From an optimization exercise on the open Yosys and OpenROAD flow, aimed at small area; shortcuts taken in it are not production practice.
Function was checked by simulation only, so behaviour that the tests miss may differ from the original.
The clock port is modelled as an ideal driver; clocking choices that lean on that would not hold on a real chip.
No activity file was given, so power comes from the tool's default toggle rates.

`design/flow/design.v`:
```
`timescale 1ns / 1ps
module DFM(Sys_CLK, Sys_RST, D8, Uart_Tx);
input Sys_CLK, Sys_RST, D8;
output Uart_Tx;
function [19:0] inc20;
  input [19:0] t;
  input ci, clr;
  integer i;
  reg c;
  begin
    c = ci;
    for (i = 0; i < 20; i = i + 1) begin
      inc20[i] = ~clr & (t[i] ^ c);
      c = c & t[i];
    end
  end
endfunction
integer j;
reg [1:0] q;
reg [7:0] v;
reg [5:0] sl;
reg armed;          
wire tick = ~q[1] & q[0];
wire z = (sl == 6'd23);      
wire sl_end = sl_last & (v == 8'd44);
reg [7:0] v_n;
reg [5:0] sl_n;
reg rc;
always @(*) begin
  rc = tick;
  for (j = 0; j < 8; j = j + 1) begin
    v_n[j] = v[j] ^ rc;
    rc = rc & v[j];
  end
  v_n[0] = v_n[0] | rc;       
  rc = tick & (v == 8'd12);
  for (j = 0; j < 6; j = j + 1) begin
    sl_n[j] = sl[j] ^ rc;
    rc = rc & sl[j];
  end
end
always @(posedge Sys_CLK or negedge Sys_RST)
  if (!Sys_RST) begin
    q <= 2'd0; v <= 8'd43; sl <= 6'd23; armed <= 1'b0;
  end else begin
    q <= {q[1] ^ q[0], ~q[0]};
    if (tick & sl_end) begin
      v <= 8'd13;
      sl <= 6'd54;
    end else begin
      v <= v_n;
      sl <= sl_n;
    end
    if (tick & sl_end & ~z) armed <= 1'b1;
  end
reg d_buf, d_buf1;
wire d_rise = d_buf & ~d_buf1;
reg [7:0] pc;       
reg pg;             
reg rg;             
reg rg_d;           
reg gb_x;           
reg [19:0] t_x, t_h, t_l;    
reg [19:0] num_x, c_h, c_l;  
wire pc_end = pc[7] & ~pc[6] & ~pc[5] & (pc[3:0] == 4'd0);
wire [7:0] pc_n = {pc[6:5], pc[4] & ~pc_end, pc[3:0], ~(pc[7] ^ pc[6] ^ pc[5])};
always @(posedge Sys_CLK or negedge Sys_RST)
  if (!Sys_RST) begin
    d_buf <= 1'b0; d_buf1 <= 1'b0;
    pc <= 8'h00; pg <= 1'b0;
    rg <= 1'b0; rg_d <= 1'b0; gb_x <= 1'b0;
  end else begin
    d_buf <= D8; d_buf1 <= d_buf;
    pc <= pc_n;
    if (pc_end) pg <= ~pg;
    rg_d <= rg;
    if (d_rise) begin
      rg <= pg;
      gb_x <= rg;
    end
  end
always @(posedge Sys_CLK) begin
  t_x <= inc20(t_x, d_rise & rg, ~rg & (d_rise | ~gb_x));
  if ((d_rise & gb_x & ~rg) | z) num_x <= t_x;
  t_h <= inc20(t_h, rg & d_buf1, ~rg);
  t_l <= inc20(t_l, rg & ~d_buf1, ~rg);
  if ((rg_d & ~rg) | z) begin
    c_h <= t_h;
    c_l <= t_l;
  end
end
reg c8, c16, cc;
integer k;
always @(*) begin
  cc = 1'b0;
  c8 = 1'b0;
  for (k = 0; k < 16; k = k + 1) begin
    cc = (c_h[k] & c_l[k]) | (cc & (c_h[k] | c_l[k]));
    if (k == 7) c8 = cc;
  end
  c16 = cc;
end
wire sl_last = (sl == 6'd22) | (sl == 6'd23);
reg gx, gs, gh, gl, hdr, txon;
reg [1:0] bj;
always @(*)
  case (sl)
    6'd54: begin {gx, gs, gh, gl, hdr} = 5'b10000; bj = 2'd0; txon = 1'b1; end
    6'd55: begin {gx, gs, gh, gl, hdr} = 5'b10000; bj = 2'd1; txon = 1'b1; end
    6'd56: begin {gx, gs, gh, gl, hdr} = 5'b10000; bj = 2'd2; txon = 1'b1; end
    6'd57: begin {gx, gs, gh, gl, hdr} = 5'b00000; bj = 2'd2; txon = 1'b1; end
    6'd58: begin {gx, gs, gh, gl, hdr} = 5'b00001; bj = 2'd2; txon = 1'b1; end
    6'd59: begin {gx, gs, gh, gl, hdr} = 5'b01000; bj = 2'd0; txon = 1'b1; end
    6'd60: begin {gx, gs, gh, gl, hdr} = 5'b01000; bj = 2'd1; txon = 1'b1; end
    6'd61: begin {gx, gs, gh, gl, hdr} = 5'b01000; bj = 2'd2; txon = 1'b1; end
    6'd62: begin {gx, gs, gh, gl, hdr} = 5'b00000; bj = 2'd2; txon = 1'b1; end
    6'd63: begin {gx, gs, gh, gl, hdr} = 5'b00001; bj = 2'd2; txon = 1'b1; end
    6'd0: begin {gx, gs, gh, gl, hdr} = 5'b00100; bj = 2'd0; txon = 1'b1; end
    6'd1: begin {gx, gs, gh, gl, hdr} = 5'b00100; bj = 2'd1; txon = 1'b1; end
    6'd2: begin {gx, gs, gh, gl, hdr} = 5'b00100; bj = 2'd2; txon = 1'b1; end
    6'd3: begin {gx, gs, gh, gl, hdr} = 5'b00000; bj = 2'd2; txon = 1'b1; end
    6'd4: begin {gx, gs, gh, gl, hdr} = 5'b00010; bj = 2'd0; txon = 1'b1; end
    6'd5: begin {gx, gs, gh, gl, hdr} = 5'b00010; bj = 2'd1; txon = 1'b1; end
    6'd6: begin {gx, gs, gh, gl, hdr} = 5'b00010; bj = 2'd2; txon = 1'b1; end
    6'd7: begin {gx, gs, gh, gl, hdr} = 5'b00000; bj = 2'd2; txon = 1'b1; end
    6'd8: begin {gx, gs, gh, gl, hdr} = 5'b00001; bj = 2'd2; txon = 1'b1; end
    6'd9: begin {gx, gs, gh, gl, hdr} = 5'b00001; bj = 2'd2; txon = 1'b0; end
    6'd10: begin {gx, gs, gh, gl, hdr} = 5'b00001; bj = 2'd2; txon = 1'b0; end
    6'd11: begin {gx, gs, gh, gl, hdr} = 5'b00001; bj = 2'd2; txon = 1'b0; end
    6'd12: begin {gx, gs, gh, gl, hdr} = 5'b00001; bj = 2'd2; txon = 1'b0; end
    6'd13: begin {gx, gs, gh, gl, hdr} = 5'b00001; bj = 2'd2; txon = 1'b0; end
    6'd14: begin {gx, gs, gh, gl, hdr} = 5'b00001; bj = 2'd2; txon = 1'b0; end
    6'd15: begin {gx, gs, gh, gl, hdr} = 5'b00001; bj = 2'd2; txon = 1'b0; end
    6'd16: begin {gx, gs, gh, gl, hdr} = 5'b00001; bj = 2'd2; txon = 1'b0; end
    6'd17: begin {gx, gs, gh, gl, hdr} = 5'b00001; bj = 2'd2; txon = 1'b0; end
    6'd18: begin {gx, gs, gh, gl, hdr} = 5'b00001; bj = 2'd2; txon = 1'b0; end
    6'd19: begin {gx, gs, gh, gl, hdr} = 5'b00001; bj = 2'd2; txon = 1'b0; end
    6'd20: begin {gx, gs, gh, gl, hdr} = 5'b00001; bj = 2'd2; txon = 1'b0; end
    6'd21: begin {gx, gs, gh, gl, hdr} = 5'b00001; bj = 2'd2; txon = 1'b0; end
    6'd22: begin {gx, gs, gh, gl, hdr} = 5'b00001; bj = 2'd2; txon = 1'b0; end
    6'd23: begin {gx, gs, gh, gl, hdr} = 5'b00001; bj = 2'd2; txon = 1'b0; end
    6'd24: begin {gx, gs, gh, gl, hdr} = 5'b00001; bj = 2'd2; txon = 1'b0; end
    6'd25: begin {gx, gs, gh, gl, hdr} = 5'b00001; bj = 2'd2; txon = 1'b0; end
    6'd26: begin {gx, gs, gh, gl, hdr} = 5'b00001; bj = 2'd2; txon = 1'b0; end
    6'd27: begin {gx, gs, gh, gl, hdr} = 5'b00001; bj = 2'd2; txon = 1'b0; end
    6'd28: begin {gx, gs, gh, gl, hdr} = 5'b00001; bj = 2'd2; txon = 1'b0; end
    6'd29: begin {gx, gs, gh, gl, hdr} = 5'b00001; bj = 2'd2; txon = 1'b0; end
    6'd30: begin {gx, gs, gh, gl, hdr} = 5'b00001; bj = 2'd2; txon = 1'b0; end
    6'd31: begin {gx, gs, gh, gl, hdr} = 5'b00001; bj = 2'd2; txon = 1'b0; end
    6'd32: begin {gx, gs, gh, gl, hdr} = 5'b00001; bj = 2'd2; txon = 1'b0; end
    6'd33: begin {gx, gs, gh, gl, hdr} = 5'b00001; bj = 2'd2; txon = 1'b0; end
    6'd34: begin {gx, gs, gh, gl, hdr} = 5'b00001; bj = 2'd2; txon = 1'b0; end
    6'd35: begin {gx, gs, gh, gl, hdr} = 5'b00001; bj = 2'd2; txon = 1'b0; end
    6'd36: begin {gx, gs, gh, gl, hdr} = 5'b00001; bj = 2'd2; txon = 1'b0; end
    6'd37: begin {gx, gs, gh, gl, hdr} = 5'b00001; bj = 2'd2; txon = 1'b0; end
    6'd38: begin {gx, gs, gh, gl, hdr} = 5'b00001; bj = 2'd2; txon = 1'b0; end
    6'd39: begin {gx, gs, gh, gl, hdr} = 5'b00001; bj = 2'd2; txon = 1'b0; end
    6'd40: begin {gx, gs, gh, gl, hdr} = 5'b00001; bj = 2'd2; txon = 1'b0; end
    6'd41: begin {gx, gs, gh, gl, hdr} = 5'b00001; bj = 2'd2; txon = 1'b0; end
    6'd42: begin {gx, gs, gh, gl, hdr} = 5'b00001; bj = 2'd2; txon = 1'b0; end
    6'd43: begin {gx, gs, gh, gl, hdr} = 5'b00001; bj = 2'd2; txon = 1'b0; end
    6'd44: begin {gx, gs, gh, gl, hdr} = 5'b00001; bj = 2'd2; txon = 1'b0; end
    6'd45: begin {gx, gs, gh, gl, hdr} = 5'b00001; bj = 2'd2; txon = 1'b0; end
    6'd46: begin {gx, gs, gh, gl, hdr} = 5'b00001; bj = 2'd2; txon = 1'b0; end
    6'd47: begin {gx, gs, gh, gl, hdr} = 5'b00001; bj = 2'd2; txon = 1'b0; end
    6'd48: begin {gx, gs, gh, gl, hdr} = 5'b00001; bj = 2'd2; txon = 1'b0; end
    6'd49: begin {gx, gs, gh, gl, hdr} = 5'b00001; bj = 2'd2; txon = 1'b0; end
    6'd50: begin {gx, gs, gh, gl, hdr} = 5'b00001; bj = 2'd2; txon = 1'b0; end
    6'd51: begin {gx, gs, gh, gl, hdr} = 5'b00001; bj = 2'd2; txon = 1'b0; end
    6'd52: begin {gx, gs, gh, gl, hdr} = 5'b00001; bj = 2'd2; txon = 1'b0; end
    6'd53: begin {gx, gs, gh, gl, hdr} = 5'b00001; bj = 2'd2; txon = 1'b0; end
  endcase
wire [2:0] lane = {bj == 2'd2, bj == 2'd1, bj == 2'd0};
wire [2:0] sx = {3{gx}} & lane;
wire [2:0] shh = {3{gh | gs}} & lane;
wire [2:0] sll = {3{gl | gs}} & lane;
wire [19:0] xz = num_x, hz = c_h, lz = c_l;
reg [7:0] p, qq;
integer n;
always @(*)
  for (n = 0; n < 8; n = n + 1) begin
    p[n] = (sx[0] & xz[n]) | (sx[1] & xz[8+n]) | (shh[0] & hz[n]) | (shh[1] & hz[8+n]);
    qq[n] = (sll[0] & lz[n]) | (sll[1] & lz[8+n]);
    if (n < 4) begin
      p[n] = p[n] | (sx[2] & xz[16+n]) | (shh[2] & hz[16+n]);
      qq[n] = qq[n] | (sll[2] & lz[16+n]);
    end
  end
wire ci = gs & (bj[1] ? c16 : bj[0] ? c8 : 1'b0);
reg [7:0] sm;
reg sc;
integer m;
always @(*) begin
  sc = ci;
  for (m = 0; m < 8; m = m + 1) begin
    sm[m] = p[m] ^ qq[m] ^ sc;
    sc = (p[m] & qq[m]) | (sc & (p[m] | qq[m]));
  end
end
wire [7:0] nb = {sm[7:5], sm[4] & ~(gs & bj[1]), sm[3] | hdr, sm[2], sm[1] | hdr, sm[0]};
reg [7:0] snap;     
always @(posedge Sys_CLK)
  if (tick & ((v == 8'd11) | (sl_last & (v == 8'd43)))) snap <= nb;
reg txb;
always @(*)
  case (v[7:4])
    4'd1: txb = 1'b0;
    4'd2: txb = snap[0];
    4'd3: txb = snap[1];
    4'd4: txb = snap[2];
    4'd5: txb = snap[3];
    4'd6: txb = snap[4];
    4'd7: txb = snap[5];
    4'd8: txb = snap[6];
    4'd9: txb = snap[7];
    4'd10: txb = ^snap;
    default: txb = 1'b1;
  endcase
assign Uart_Tx = (armed & txon) ? txb : 1'b1;
endmodule
```
`design/flow/flow/run.sh`:
```
#!/bin/bash
# Standard layout, except:
#  * ports are buffered with buf_1 instead of the default buffer cell;
#  * the clock tree uses a clkbuf_8 root and clkbuf_4 leaf buffers, without
#    dummy loads; leaf buffers whose clock-pin slew would come out high are
#    swapped for clkbuf_8 before routing (flow/clkfix.tcl).
set -e
export BUFFER_PORTS_ARGS="-buffer_cell sky130_fd_sc_hd__buf_1"
export CTS_ARGS="-sink_clustering_enable -repair_clock_nets -dont_use_dummy_load -root_buf sky130_fd_sc_hd__clkbuf_8 -buf_list sky130_fd_sc_hd__clkbuf_4"
bash standard.sh cts > standard_cts.log 2>&1
openroad -no_init -exit flow/clkfix.tcl > clkfix.log 2>&1
bash standard.sh > standard_finish.log 2>&1
```
`design/flow/flow/clkfix.tcl`:
```
# Swap clock leaf buffers (clkbuf_4) for clkbuf_8 where the estimated slew at
# a flip-flop clock pin they drive is over the limit below.
set limit_ps 95
set res orfs/results/sky130hd/DFM/base
set plat $::env(FLOW_HOME)/platforms/sky130hd
read_db $res/4_cts.odb
read_liberty $plat/lib/sky130_fd_sc_hd__tt_025C_1v80.lib
read_sdc $res/4_cts.sdc
source $plat/setRC.tcl
set_propagated_clock [all_clocks]
estimate_parasitics -placement
set block [ord::get_db_block]
set big [[ord::get_db] findMaster sky130_fd_sc_hd__clkbuf_8]
set changed 0
foreach inst [$block getInsts] {
  if {[[$inst getMaster] getName] ne "sky130_fd_sc_hd__clkbuf_4"} { continue }
  set net [[$inst findITerm X] getNet]
  if {$net eq "NULL"} { continue }
  set worst 0
  foreach pin [get_pins -of_objects [get_nets [$net getName]] -filter "direction == input"] {
    foreach p {slew_max_rise slew_max_fall} {
      set s [get_property $pin $p]
      set worst [expr {max($worst, $s)}]
    }
  }
  puts "[$inst getName] [$net getName] worst slew $worst"
  if {$worst * 1000.0 > $limit_ps} {
    $inst swapMaster $big
    incr changed
  }
}
puts "upsized $changed"
if {$changed} {
  detailed_placement
  check_placement
}
write_db $res/4_cts.odb
```
`design/flow/standard.sh`:
```
#!/bin/bash
# synth_recipe.tcl (not shown) runs the flow's synth.tcl, then flattens the netlist and writes it again
# the make line also repeats each setting of config.mk as NAME=value (left out here)
make -C /OpenROAD-flow-scripts/flow DESIGN_CONFIG=/design/flow/config.mk WORK_HOME=/design/flow/orfs CLKGATE_MAP_FILE= SYNTH_SCRIPT=/design/flow/synth_recipe.tcl "${@:-finish}"
```
`design/flow/config.mk`:
```
export PLATFORM = sky130hd
export DESIGN_NAME = DFM
export DESIGN_NICKNAME = DFM
export VERILOG_FILES = /design/flow/design.v
export SDC_FILE = /design/flow/constraint.sdc
export NUM_CORES = 4
export LEC_CHECK = 0
export CAP_MARGIN = 20
export CORE_MARGIN = 2
export CORE_UTILIZATION = 40
export SLEW_MARGIN = 20
```
`design/flow/constraint.sdc`:
```
create_clock -name core_clock -period 10.0 [get_ports {Sys_CLK}]
set_input_delay 2.0000 -clock core_clock [delete_from_list [all_inputs] [get_ports {Sys_CLK}]]
set_output_delay 2.0000 -clock core_clock [all_outputs]
set_load 0.01 [all_outputs]
```
==> results of run 1 <==
-- sequential cells by signal, indices dropped and copies added (netlist names) --
name	cells
snap	8
t_l	20
c_l	20
rg_d	1
v	8
num_x	20
rg	1
c_h	20
armed	1
d_buf1	1
t_h	20
q	2
pc	8
pg	1
d_buf	1
sl	6
t_x	20
gb_x	1
-- kinds of logic (layout without fill, tap and decap cells) --
family / count (synthesis) / after routing
flip-flops: 159 / 159
buffers and inverters: 29 / 38
AND/OR/NAND/NOR: 150 / 150
multiplexers: 7 / 7
XOR/XNOR: 15 / 15
adder cells (fa/ha/maj): 81 / 81
AO/OA/AOI/OAI: 74 / 74
-- routing by layer --
metal / track usage / wire length, µm / vias to the layer above / part of all wire
met5: 0 / 0 / - / 0
met4: 0.0690 / 329 / 0 / 0.028
met3: 0.0308 / 458 / 28 / 0.039
met2: 0.223 / 5450 / 84 / 0.46
met1: 0.194 / 5560 / 1846 / 0.47
li1: - / - / 1868 / -
-- placed cells by master, fill, tap and decap left out, types with 3 or more instances in the layout --
cell type,count
ha_1,72
edfxtp_1,68
dfxtp_1,60
and2_1,43
nor2b_1,32
dfrtp_1,23
nor2_1,21
a22oi_1,18
inv_1,15
nand2_1,13
o21ai_0,12
xnor2_1,11
clkbuf_8,11
or2_2,9
a21oi_1,8
dfstp_2,8
nand3_1,7
fa_1,7
clkbuf_4,6
nand2b_1,5
a222oi_1,5
mux2i_1,5
o22ai_1,5
nand4_1,4
a31oi_1,4
xor2_1,4
nor3_1,3
a221oi_1,3
buf_4,3
-- path summary, 6_finish.rpt --
path | slack [ns] | end | startpoint
hold / removal | 0.38 | pc[1]$_DFF_PN0_ | pc[0]$_DFF_PN0_
min in group asynchronous | 1.63 | gb_x$_DFFE_PN0P_ | Sys_RST
hold reg to reg | 0.38 | pc[1]$_DFF_PN0_ | pc[0]$_DFF_PN0_
setup / recovery | 4.78 | snap[7]$_DFFE_PP_ | c_l[4]$_DFFE_PP_
setup reg to reg | 4.78 | snap[7]$_DFFE_PP_ | c_l[4]$_DFFE_PP_
max in group asynchronous | 7.86 | rg$_DFFE_PN0P_ | Sys_RST
-- per-stage QoR --
step | area (µm²) | power, W | hold WS, ns | setup WS, ns | util
2_1_floorplan | 6820 | 0.000688 | 0.347 | 5.05 | -
3_3_place_gp | 7090 | 0.000691 | 0.359 | 4.88 | 0.426
3_5_place_dp | 7090 | 0.000691 | 0.355 | 4.78 | 0.426
4_1_cts | 7220 | 0.000959 | 0.392 | 4.75 | 0.434
5_1_grt | 7290 | 0.00103 | 0.400 | 4.54 | 0.438
6_report | 7290 | 0.000992 | 0.378 | 4.78 | 0.438
-- power breakdown --
| part | total, W | switching (W) | internal (W) |
|---|---|---|---|
| sequential | 0.000673 | 0.000000274 | 0.000673 |
| clock | 0.000316 | 0.000190 | 0.000125 |
| combinational | 0.00000324 | 0.00000283 | 0.000000408 |
| total | 0.000992 | 0.000194 | 0.000798 |
-- synthesized netlist by cell type (8+ instances only) --
master	count
a21oi_1	8
a22oi_1	18
and2_1	43
dfrtp_1	23
dfstp_2	8
dfxtp_1	60
edfxtp_1	68
ha_1	72
inv_1	15
nand2_1	13
nor2_1	21
nor2b_1	32
o21ai_0	13
or2_2	9
xnor2_1	11
-- worst reg2reg max path: stages (launching register included) --
cell      delay [ns]
edfxtp_1        0.43
a222oi_1        0.35
a21boi_2        0.23
o21bai_1        0.10
a211o_1         0.31
a221o_1         0.38
fa_1            0.46
fa_1            0.46
fa_1            0.48
fa_1            0.47
fa_1            0.44
fa_1            0.36
inv_1           0.08
fa_1            0.17
xor2_1          0.16
xnor2_1         0.09
-- final cells by class --
class / count / area (µm²) / share of cell area
Sequential cell: 159 / 4030 / 0.552
Multi-Input combinational cell: 327 / 2700 / 0.370
Tap cell: 220 / 275 / 0.0377
Clock buffer: 17 / 196 / 0.0269
Inverter: 15 / 56.3 / 0.00772
Timing Repair Buffer: 6 / 35.0 / 0.00480
==> run_results.csv, run 1 <==
group,metric,value,unit
outcome,status,"no timing/DRC/antenna violations",
setup_path,worstSetupEndpointType,"flip-flop",
power,p_leak,3.21,nW
setup_path,max_stage_delay,0.48,ns
clock_network,cts_resized,0,
global_route,first_global_vias,3816,
clock_network,cts_hold_buf,0,
clock_network,cts-root-buf,"clkbuf_8",
synthesis,syn_area,6820,µm²
synthesis,yosysTopAreaCell,"edfxtp_1",
placed_design,hpwl,8.59,mm
global_route,grt_overflow,0,
synthesis,yosysWarnings,1,
routing,viasPerCell,5.14,
routing,num_vias,3826,
clock_network,cts_buffer_depth,2,
setup_path,crit_path_start_kind,"flip-flop",
synthesis,ys_seq_elements,159,
synthesis,synth_compound_area_frac,0.0792,
routing,routed_wl,11.8,mm
floorplan,die_w,135,µm
global_route,grt_max_degree,49,
sta,fmax,0.192,GHz
routing,drt_iter0_drc,293,
sta,tightest_slew,0.832,ns
synthesis,synth_edf_count,68,
global_route,antenna_found_initial,0,
min_path,hold_class,"flip-flop to flip-flop",
synthesis,synthFlopType,"edfxtp_1",
floorplan,ioPinCount,4,
placed_design,gp_congestion,0.907,
synthesis,yosys-top-cells-area,"edfxtp_1 30%, dfxtp_1 18%, ha_1 13%",
synthesis,synth_cell_types,59,
synthesis,syn-mean-instance-area,13.3,µm²
sta,slew_headroom,0.444,
clock_network,cts_tree,"done",
setup_path,cp.arrival,5.39,ns
cells_and_area,area_delta_synth_final,6.89,%
clock_network,cts.reportedPaths.clkPinSlew,0.09,ns
min_path,worstHoldPathCells,0,
clock_network,htree_levels,4,
setup_path,cpLargestDelayFamily,"adder cells",
cells_and_area,fillCellCount,1495,
sta,clock_skew,0.0286,ns
synthesis,ys_seq_area_frac,0.590,
flow_run,maxCapViolCount,0,
setup_path,path_class,"flip-flop to flip-flop",
sta,slew_viol_final,0,
floorplan,die_h,135,µm
sta,setup_violations,0,
synthesis,synth-xor-area-share,0.0193,
clock_network,cts_num_sinks,159,
sta,rsz0062_at_grt,"no",
synthesis,async_reset_ff_frac,0.195,
clock_network,cts_buffers,17,
routing,drc,0,
power,cellPowerDensity,136,nW/µm²
setup_path,crit_chain,"a222oi_1 -> a21boi_2 -> o21bai_1 -> a211o_1 -> a221o_1 -> fa_1 -> fa_1 -> fa_1 -> fa_1 -> fa_1 -> fa_1 -> inv_1 -> fa_1 -> xor2_1 -> xnor2_1",
floorplan,die-area,18100,µm²
setup_path,critPathSlowestCell,"fa_1",
synthesis,syn_nets,597,
global_route,grt_first_pass_wirelength,19.9,mm
floorplan,floorplan.core_area,16600,µm²
synthesis,synth_simple_gate_area_frac,0.127,
routing,ant_nets,0,
setup_path,rr_worst_depth,15,
routing,wl_per_cell,15.9,µm
power,vdd_drop_max,0.0731,mV
sta,finalSetupTns,0,ns
setup_path,cp_data_required_time,10.17,ns
sta,min_period_over_period,0.522,
placed_design,placed_cells,727,
synthesis,yosys.area_share.adder,0.155,
setup_path,crit_buf_inv,1,
cells_and_area,final_cell_count_no_fill,744,
clock_network,cts_setup_buffers,0,
setup_path,crit_top_cell,"fa_1",
clock_network,clk_latency,0.44,ns
setup_path,critPathMaxFanout,3,
cells_and_area,finish.net_count,608,
floorplan,rows,47,
floorplan,start_util,0.410,
synthesis,synth_mux_area_frac,0.0106,
routing,first_pass_iters,7,
synthesis,postSynthCellCount,515,
cells_and_area,diodes,0,
cells_and_area,drive_gt1_frac,0.0954,
synthesis,synth_top_family_by_area,"adder cells",
sta,hold_viol,0,
setup_path,cp.depth,15,
sta,fin_crit,5.22,ns
global_route,grt_use_total,0.144,
placed_design,numPortBuffers,3,
synthesis,synth_top_cell_area_share,0.299,
==> inputs of run 2 (changes only) <==
--- a/design/flow/flow/clkfix.tcl
+++ b/design/flow/flow/clkfix.tcl
@@ -1,6 +1,6 @@
 # Swap clock leaf buffers (clkbuf_4) for clkbuf_8 where the estimated slew at
 # a flip-flop clock pin they drive is over the limit below.
-set limit_ps 95
+set limit_ps 115
 set res orfs/results/sky130hd/DFM/base
 set plat $::env(FLOW_HOME)/platforms/sky130hd
 read_db $res/4_cts.odb
==> run_results.csv, run 2 <==
group,metric,value,unit
synthesis,synth_top_cell_area_share,0.299,
routing,num_vias,3818,
routing,ant_nets,0,
floorplan,rows,47,
global_route,grt_overflow,0,
cells_and_area,area_delta_synth_final,6.44,%
routing,drt_iter0_drc,251,
synthesis,yosysMostFrequentCell,"ha_1",
routing,routed_wl,11.8,mm
synthesis,async_reset_ff_frac,0.195,
clock_network,cts-root-buf,"clkbuf_8",
clock_network,cts_num_sinks,159,
setup_path,crit_path_start_kind,"flip-flop",
clock_network,cts_setup_buffers,0,
synthesis,syn-mean-instance-area,13.3,µm²
synthesis,syn_nets,597,
setup_path,critPathMaxFanout,3,
routing,viasPerCell,5.13,
synthesis,synth_common_cells,"72 x ha_1, 68 x edfxtp_1, 60 x dfxtp_1, 43 x and2_1, 32 x nor2b_1",
routing,first_pass_iters,5,
synthesis,postSynthCellCount,515,
synthesis,yosysWarnings,1,
setup_path,path_class,"flip-flop to flip-flop",
clock_network,htree_levels,4,
synthesis,ys_seq_area_frac,0.590,
clock_network,cts.reportedPaths.clkPinSlew,0.10,ns
synthesis,yosysTopAreaCell,"edfxtp_1",
power,p_leak,3.20,nW
clock_network,cts_buffer_depth,2,
synthesis,synthFlopType,"edfxtp_1",
min_path,min_from,"pc[0]$_DFF_PN0_",
global_route,grt_use_total,0.144,
floorplan,ioPinCount,4,
floorplan,die_h,135,µm
placed_design,hpwl,8.59,mm
sta,fin_crit,5.25,ns
sta,slew_viol_final,0,
clock_network,cts_hold_buf,0,
sta,setup_violations,0,
cells_and_area,drive_gt1_frac,0.0954,
cells_and_area,fillCellCount,1494,
setup_path,worstSetupEndpointType,"flip-flop",
cells_and_area,final_cell_mix,"72 x ha_1, 68 x edfxtp_1, 60 x dfxtp_1",
setup_path,cp-startpoint,"c_h[4]$_DFFE_PP_",
sta,layout_setup_ws,4.75,ns
clock_network,cts_tree,"done",
placed_design,place_ws,4.78,ns
routing,wl_per_cell,15.8,µm
floorplan,die-area,18100,µm²
setup_path,cp_data_required_time,10.15,ns
sta,min_period_over_period,0.525,
synthesis,ys_seq_elements,159,
cells_and_area,diodes,0,
global_route,grt_first_pass_wirelength,19.9,mm
cells_and_area,final_common_cell,"ha_1",
routing,drc,0,
synthesis,synth_cell_types,59,
sta,tightest_slew,0.839,ns
flow_run,maxCapViolCount,0,
sta,rsz0062_at_grt,"no",
synthesis,yosys-top-cells-area,"edfxtp_1 30%, dfxtp_1 18%, ha_1 13%",
setup_path,r2r_start,"c_h[4]$_DFFE_PP_",
floorplan,floorplan.core_area,16600,µm²
sta,fmax,0.190,GHz
clock_network,cts_buffers,17,
global_route,grt_max_degree,49,
outcome,status,"no timing/DRC/antenna violations",
placed_design,numPortBuffers,3,
power,cellPowerDensity,133,nW/µm²
global_route,first_global_vias,3834,
sta,finalSetupTns,0,ns
sta,hold_viol,0,
global_route,antenna_found_initial,0,
clock_network,clk_latency,0.44,ns
power,vdd_drop_max,0.0690,mV
clock_network,cts_resized,0,
synthesis,synth_edf_count,68,
setup_path,cp.arrival,5.40,ns
min_path,hold_class,"flip-flop to flip-flop",
floorplan,start_util,0.410,
placed_design,gp_congestion,0.907,
floorplan,die_w,135,µm
cells_and_area,finish.net_count,608,
sta,clock_skew,0.0384,ns
synthesis,syn_area,6820,µm²
sta,slew_headroom,0.440,
==> run 2: changes by cell type in the layout (fill, tap and decap cells not counted) <==
cell	delta
clkbuf_8	-5
clkbuf_4	+5
==> run 2: layout make-up <==
class | count | area, µm² | share of cell area
multi-input cells | 327 | 2700 | 0.372
inverters | 15 | 56.3 | 0.00775
flip-flops and latches | 159 | 4030 | 0.555
repair buffers | 6 | 35.0 | 0.00482
clock buffers | 17 | 165 | 0.0227
well taps | 220 | 275 | 0.0379
==> run 2: kinds of logic (layout without fill, tap and decap cells) <==
logic type      Yosys count  after routing  share of synthesized area
mux                       7              7                     0.0106
fa+ha+maj                81             81                      0.155
compound gates           74             74                     0.0792
xor+xnor                 15             15                     0.0193
flops                   159            159                      0.590
buf+inv                  29             38                     0.0180
simple gates            150            150                      0.127
==> run 2: worst paths after layout <==
kind | end | slack (ns) | depth (start not counted)
worst max-delay path | snap[7]$_DFFE_PP_ | 4.75 | 15
worst min-delay path | pc[1]$_DFF_PN0_ | 0.38 | 0
worst max register to register | snap[7]$_DFFE_PP_ | 4.75 | 15
worst min register to register | pc[1]$_DFF_PN0_ | 0.38 | 0
max in group asynchronous | v[4]$_DFF_PN0_ | 7.86 | 1
min in group asynchronous | v[6]$_DFF_PN0_ | 1.64 | 1
==> run 2: metal layers <==
| metal | wire length [µm] | GRT usage | vias up |
|---|---|---|---|
| li1 | - | - | 1861 |
| met1 | 5570 | 0.193 | 1857 |
| met2 | 5420 | 0.221 | 75 |
| met3 | 508 | 0.0420 | 25 |
| met4 | 292 | 0.0573 | 0 |
| met5 | 0 | 0 | - |
==> run 2: critical path, stage by stage (launching register included) <==
cell	delay [ns]
edfxtp_1	0.43
a222oi_1	0.33
a21boi_2	0.23
o21bai_1	0.10
a211o_1	0.31
a221o_1	0.38
fa_1	0.46
fa_1	0.46
fa_1	0.48
fa_1	0.48
fa_1	0.44
fa_1	0.36
inv_1	0.08
fa_1	0.18
xor2_1	0.16
xnor2_1	0.09
==> run 2: where the power goes <==
part / leakage (nW) / switching [W] / internal [W] / total [W]
Combinational: 1.49 / 0.00000283 / 0.000000408 / 0.00000324
Clock: 0.0937 / 0.000186 / 0.000105 / 0.000291
Sequential: 1.61 / 0.000000281 / 0.000673 / 0.000673
==> run 2: per-stage QoR <==
step	utilization	cell area, µm²	total power, W	hold WS [ns]	instances
floorplan	-	6820	0.000688	0.347	515
global placement	0.426	7090	0.000691	0.359	727
global route	0.436	7260	0.00101	0.400	744
finish	0.436	7260	0.000967	0.378	744
detailed placement	0.426	7090	0.000691	0.355	727
CTS	0.434	7220	0.000959	0.392	744

static timing again, ports no longer ideal:
In the flow no input, the clock included, has a driving cell. The finished layouts below were timed again as built, in two steps. Step 1 assumes that a clkbuf_16 drives the clock port and a buf_2 every other input. Step 2 moves the port delays by t, midway between the first and last clock arrival at a register: inputs arrive t later, outputs are due t later. That takes back most of the time a late clock gives input paths. Slacks: ideal ports / drivers / drivers and shift; pairs: ideal ports / drivers.
run	shift t [ns]	setup slack, ns	hold slack, ns	latest minus earliest clock arrival (ns)
run 1	0.465	4.779 / 4.779 / 4.779	0.378 / 0.378 / 0.378	0.028 / 0.028
run 2	0.458	4.750 / 4.750 / 4.750	0.378 / 0.378 / 0.378	0.040 / 0.039
After both steps every run listed still meets setup and hold.
